This design comes from an exercise in tuning for small area on the open sky130 flow, not from production work.
Function was checked by simulation only, so behaviour that the tests miss may differ from the original.
No driver is modelled on the clock port, so clocking that relies on it looks cheaper here than on a real chip.

// neural_pipeline_top
module neural_pipeline_top (
    input wire clk,
    input wire rst,
    input wire signed [15:0] raw_in,
    output wire signed [15:0] vel_out
);
For scale: ~910 cells after synthesis, ~150 flip-flops, roughly 34 I/O pins.
clock: 25.0 ns
lec_check: 0
cap_margin: 20
core_margin: 2
core_utilization: 40
cts_buf_list: sky130_fd_sc_hd__clkbuf_8
slew_margin: 20
synth_hierarchical: 1
run.sh (not shown) runs the stock make flow with config.mk's settings and CLKGATE_MAP_FILE= SYNTH_SCRIPT=/design/flow/synth_recipe.tcl, a recipe that flattens the netlist after the stock synthesis.
Edit:
==> flow/flow/run.sh (new file) <==
#!/bin/bash
# Standard ORFS layout (the standard.sh, standard synthesis included) with
# two changes: port buffers use the smallest buffer cell, and clock tree
# synthesis uses clkbuf_8 without dummy loads.
set -euo pipefail
export BUFFER_PORTS_ARGS="-buffer_cell sky130_fd_sc_hd__buf_1"
export CTS_ARGS="-sink_clustering_enable -repair_clock_nets -dont_use_dummy_load -buf_list sky130_fd_sc_hd__clkbuf_8"
bash standard.sh > standard.log 2>&1
==> flow/standard.sh (new file) <==
#!/bin/bash
# synth_recipe.tcl (not shown) runs the flow's synth.tcl, then flattens the netlist and writes it again
# the make line also repeats each setting of config.mk as NAME=value (left out here)
make -C /OpenROAD-flow-scripts/flow DESIGN_CONFIG=/design/flow/config.mk WORK_HOME=/design/flow/orfs CLKGATE_MAP_FILE= SYNTH_SCRIPT=/design/flow/synth_recipe.tcl "${@:-finish}"
Settings changed: CTS_BUF_LIST sky130_fd_sc_hd__clkbuf_8 to unset.
removed: flow/run.sh
What happened: Cell count falls by 1.0%; wire length came out lower by 0.95%.

---

## the previous run
Another version of the RTL of neural_pipeline_top (not shown whole).
Size in the first run: about 930 cells after synthesis, roughly 34 I/O pins, about 11000 um^2 of cells after synthesis.
==> flow/config.mk <==
export PLATFORM = sky130hd
export DESIGN_NAME = neural_pipeline_top
export DESIGN_NICKNAME = neural_pipeline_top
export VERILOG_FILES = /design/flow/design.v
export SDC_FILE = /design/flow/constraint.sdc
export NUM_CORES = 4
export LEC_CHECK = 0
export CAP_MARGIN = 20
export CORE_MARGIN = 2
export CORE_UTILIZATION = 70
export PLACE_DENSITY = 0.8
export SLEW_MARGIN = 20
export SYNTH_HIERARCHICAL = 1
==> flow/constraint.sdc <==
create_clock -name core_clock -period 25.0 [get_ports {clk}]
set_input_delay 5.0000 -clock core_clock [delete_from_list [all_inputs] [get_ports {clk}]]
set_output_delay 5.0000 -clock core_clock [all_outputs]
set_load 0.01 [all_outputs]
standard.sh (not shown) runs the stock make flow with config.mk's settings and CLKGATE_MAP_FILE= SYNTH_SCRIPT=/design/flow/synth_recipe.tcl, a recipe that flattens the netlist after the stock synthesis.
==> flow/flow/run.sh <==
#!/bin/bash
# The standard layout (standard.sh, with the standard synthesis unchanged)
# plus three changes:
#  1. after the standard synthesis, the combinational logic other than the
#     full-adder and tie cells is re-mapped by ABC with an area script
#     (flow/reabc.abc); flip-flops and their names are left as they are;
#  2. port buffers use the smallest buffer cell (buf_1);
#  3. clock tree synthesis uses clkbuf_8 and no dummy loads; afterwards
#     clock buffers are downsized to clkbuf_4 where the clock-pin slew
#     allows it (flow/cts_trim.tcl).
# Each tool's output goes to a log file of its own in this folder.
set -euo pipefail
export BUFFER_PORTS_ARGS="-buffer_cell sky130_fd_sc_hd__buf_1"
export CTS_ARGS="-sink_clustering_enable -repair_clock_nets -dont_use_dummy_load -buf_list sky130_fd_sc_hd__clkbuf_8"

R=orfs/results/${FLOW_PLATFORM}/neural_pipeline_top/base
LIB=${FLOW_HOME}/platforms/${FLOW_PLATFORM}/lib/sky130_fd_sc_hd__tt_025C_1v80.lib
YOSYS=${FLOW_HOME}/../tools/install/yosys/bin/yosys
[ -x "$YOSYS" ] || YOSYS=yosys

bash standard.sh synth > standard_synth.log 2>&1
cp $R/1_2_yosys.v 1_2_yosys_standard.v

DU=""
for c in probe_p_8 probec_p_8 lpflow_bleeder_1 lpflow_clkbufkapwr_1 lpflow_clkbufkapwr_16 \
  lpflow_clkbufkapwr_2 lpflow_clkbufkapwr_4 lpflow_clkbufkapwr_8 lpflow_clkinvkapwr_1 \
  lpflow_clkinvkapwr_16 lpflow_clkinvkapwr_2 lpflow_clkinvkapwr_4 lpflow_clkinvkapwr_8 \
  lpflow_decapkapwr_12 lpflow_decapkapwr_3 lpflow_decapkapwr_4 lpflow_decapkapwr_6 \
  lpflow_decapkapwr_8 lpflow_inputiso0n_1 lpflow_inputiso0p_1 lpflow_inputiso1n_1 \
  lpflow_inputiso1p_1 lpflow_inputisolatch_1 lpflow_isobufsrc_1 lpflow_isobufsrc_16 \
  lpflow_isobufsrc_2 lpflow_isobufsrc_4 lpflow_isobufsrc_8 lpflow_isobufsrckapwr_16 \
  lpflow_lsbuf_lh_hl_isowell_tap_1 lpflow_lsbuf_lh_hl_isowell_tap_2 \
  lpflow_lsbuf_lh_hl_isowell_tap_4 lpflow_lsbuf_lh_isowell_4 lpflow_lsbuf_lh_isowell_tap_1 \
  lpflow_lsbuf_lh_isowell_tap_2 lpflow_lsbuf_lh_isowell_tap_4; do
  DU="$DU -dont_use sky130_fd_sc_hd__$c"
done

cat > reabc.ys <<EOT
read_liberty -ignore_miss_func $LIB
setattr -mod -set keep_hierarchy 1 sky130_fd_sc_hd__fa_1 sky130_fd_sc_hd__conb_1 sky130_fd_sc_hd__dfxtp_1
read_verilog 1_2_yosys_standard.v
hierarchy -top ${FLOW_TOP}
flatten
opt -purge
abc -liberty $LIB $DU -script flow/reabc.abc
opt_clean -purge

splitnets
opt_clean -purge
tee -o reabc_stat.txt stat -liberty $LIB
select ${FLOW_TOP}
write_verilog -noattr -nohex -nodec -selected $R/1_2_yosys.v
EOT
$YOSYS -s reabc.ys > reabc.log 2>&1

bash standard.sh cts > standard_to_cts.log 2>&1
OPENROAD=${FLOW_HOME}/../tools/install/OpenROAD/bin/openroad
[ -x "$OPENROAD" ] || OPENROAD=openroad
export R LIB
$OPENROAD -no_init -exit flow/cts_trim.tcl > cts_trim.log 2>&1

bash standard.sh > standard.log 2>&1
Other scripts of this flow, unchanged in this note and not shown: flow/flow/cts_trim.tcl, flow/flow/reabc.abc
The following lists how the current run was set up differently from the previous run:
-- flow/flow/run.sh --
<<< the previous run, line 3
# plus three changes:
#  1. after the standard synthesis, the combinational logic other than the
#     full-adder and tie cells is re-mapped by ABC with an area script
#     (flow/reabc.abc); flip-flops and their names are left as they are;
#  2. port buffers use the smallest buffer cell (buf_1);
>>> the current run, line 3
# plus three changes:
#  1. after the standard synthesis, the combinational logic other than the
#     adder, majority and tie cells is re-mapped by ABC with an area script
#     (flow/reabc.abc); flip-flops and their names are left as they are;
#  2. port buffers use the smallest buffer cell (buf_1);
<<< the previous run, line 38
cat > reabc.ys <<EOT
read_liberty -ignore_miss_func $LIB
setattr -mod -set keep_hierarchy 1 sky130_fd_sc_hd__fa_1 sky130_fd_sc_hd__conb_1 sky130_fd_sc_hd__dfxtp_1
read_verilog 1_2_yosys_standard.v
hierarchy -top ${FLOW_TOP}
>>> the current run, line 38
cat > reabc.ys <<EOT
read_liberty -ignore_miss_func $LIB
setattr -mod -set keep_hierarchy 1 sky130_fd_sc_hd__fa_1 sky130_fd_sc_hd__ha_1 sky130_fd_sc_hd__maj3_1 sky130_fd_sc_hd__maj3_2 sky130_fd_sc_hd__maj3_4 sky130_fd_sc_hd__conb_1 sky130_fd_sc_hd__dfxtp_1
read_verilog 1_2_yosys_standard.v
hierarchy -top ${FLOW_TOP}
<<< the previous run, line 45
abc -liberty $LIB $DU -script flow/reabc.abc
opt_clean -purge

splitnets
opt_clean -purge
>>> the current run, line 45
abc -liberty $LIB $DU -script flow/reabc.abc
opt_clean -purge
chtype -set sky130_fd_sc_hd__maj3_1 t:sky130_fd_sc_hd__maj3_2
splitnets
opt_clean -purge
--- outcome ---
- The current run vs. the previous run: design area went up by 1.7%.
- The previous run completed end to end with timing, DRC and antenna clean.
- The current run ended with every stage complete and zero timing, DRC or antenna violations.
- Of the previous run and the current run, the previous run shows the lower minimum period implied by the final worst setup slack, with the current run above it.
- Across both runs, met1 usage in global routing was higher for the current run than for the previous run.
- The run with more setup slack is the previous run; the current run has less.
- The clock-pin transition on the worst setup and hold timing paths was comparable across the previous run and the current run.

[separate check: timing with driven ports]
The flow's constraints put no driver on any port. The routed layouts listed below were extracted and timed again, unchanged, in two steps.
Step 1 assumes that a clkbuf_16 drives the clock port and a buf_2 every other input.
Step 2 moves the port delays by t, midway between the first and last clock arrival at a register: inputs arrive t later, outputs are due t later. That takes back most of the time a late clock gives input paths.
a / b / c = ideal / step 1 / step 2; a / b = the first two.
run	t (ns)	setup WS [ns]	hold WS [ns]	cell pins on the clock port's net
the first run of note 1	0.499	3.738 / 3.762 / 3.263	0.450 / 0.450 / 0.450	1
the second run of note 1	0.495	3.945 / 3.972 / 3.476	0.466 / 0.466 / 0.466	1
the previous run	0.585	3.946 / 3.960 / 3.375	0.427 / 0.427 / 0.427	1
the current run	0.590	3.938 / 3.955 / 3.365	0.456 / 0.456 / 0.456	1
After both steps setup and hold are still met in every run listed. The setup slack of the current run, which loses most, moves by +0.017 ns with the drivers and by -0.573 ns with both steps.
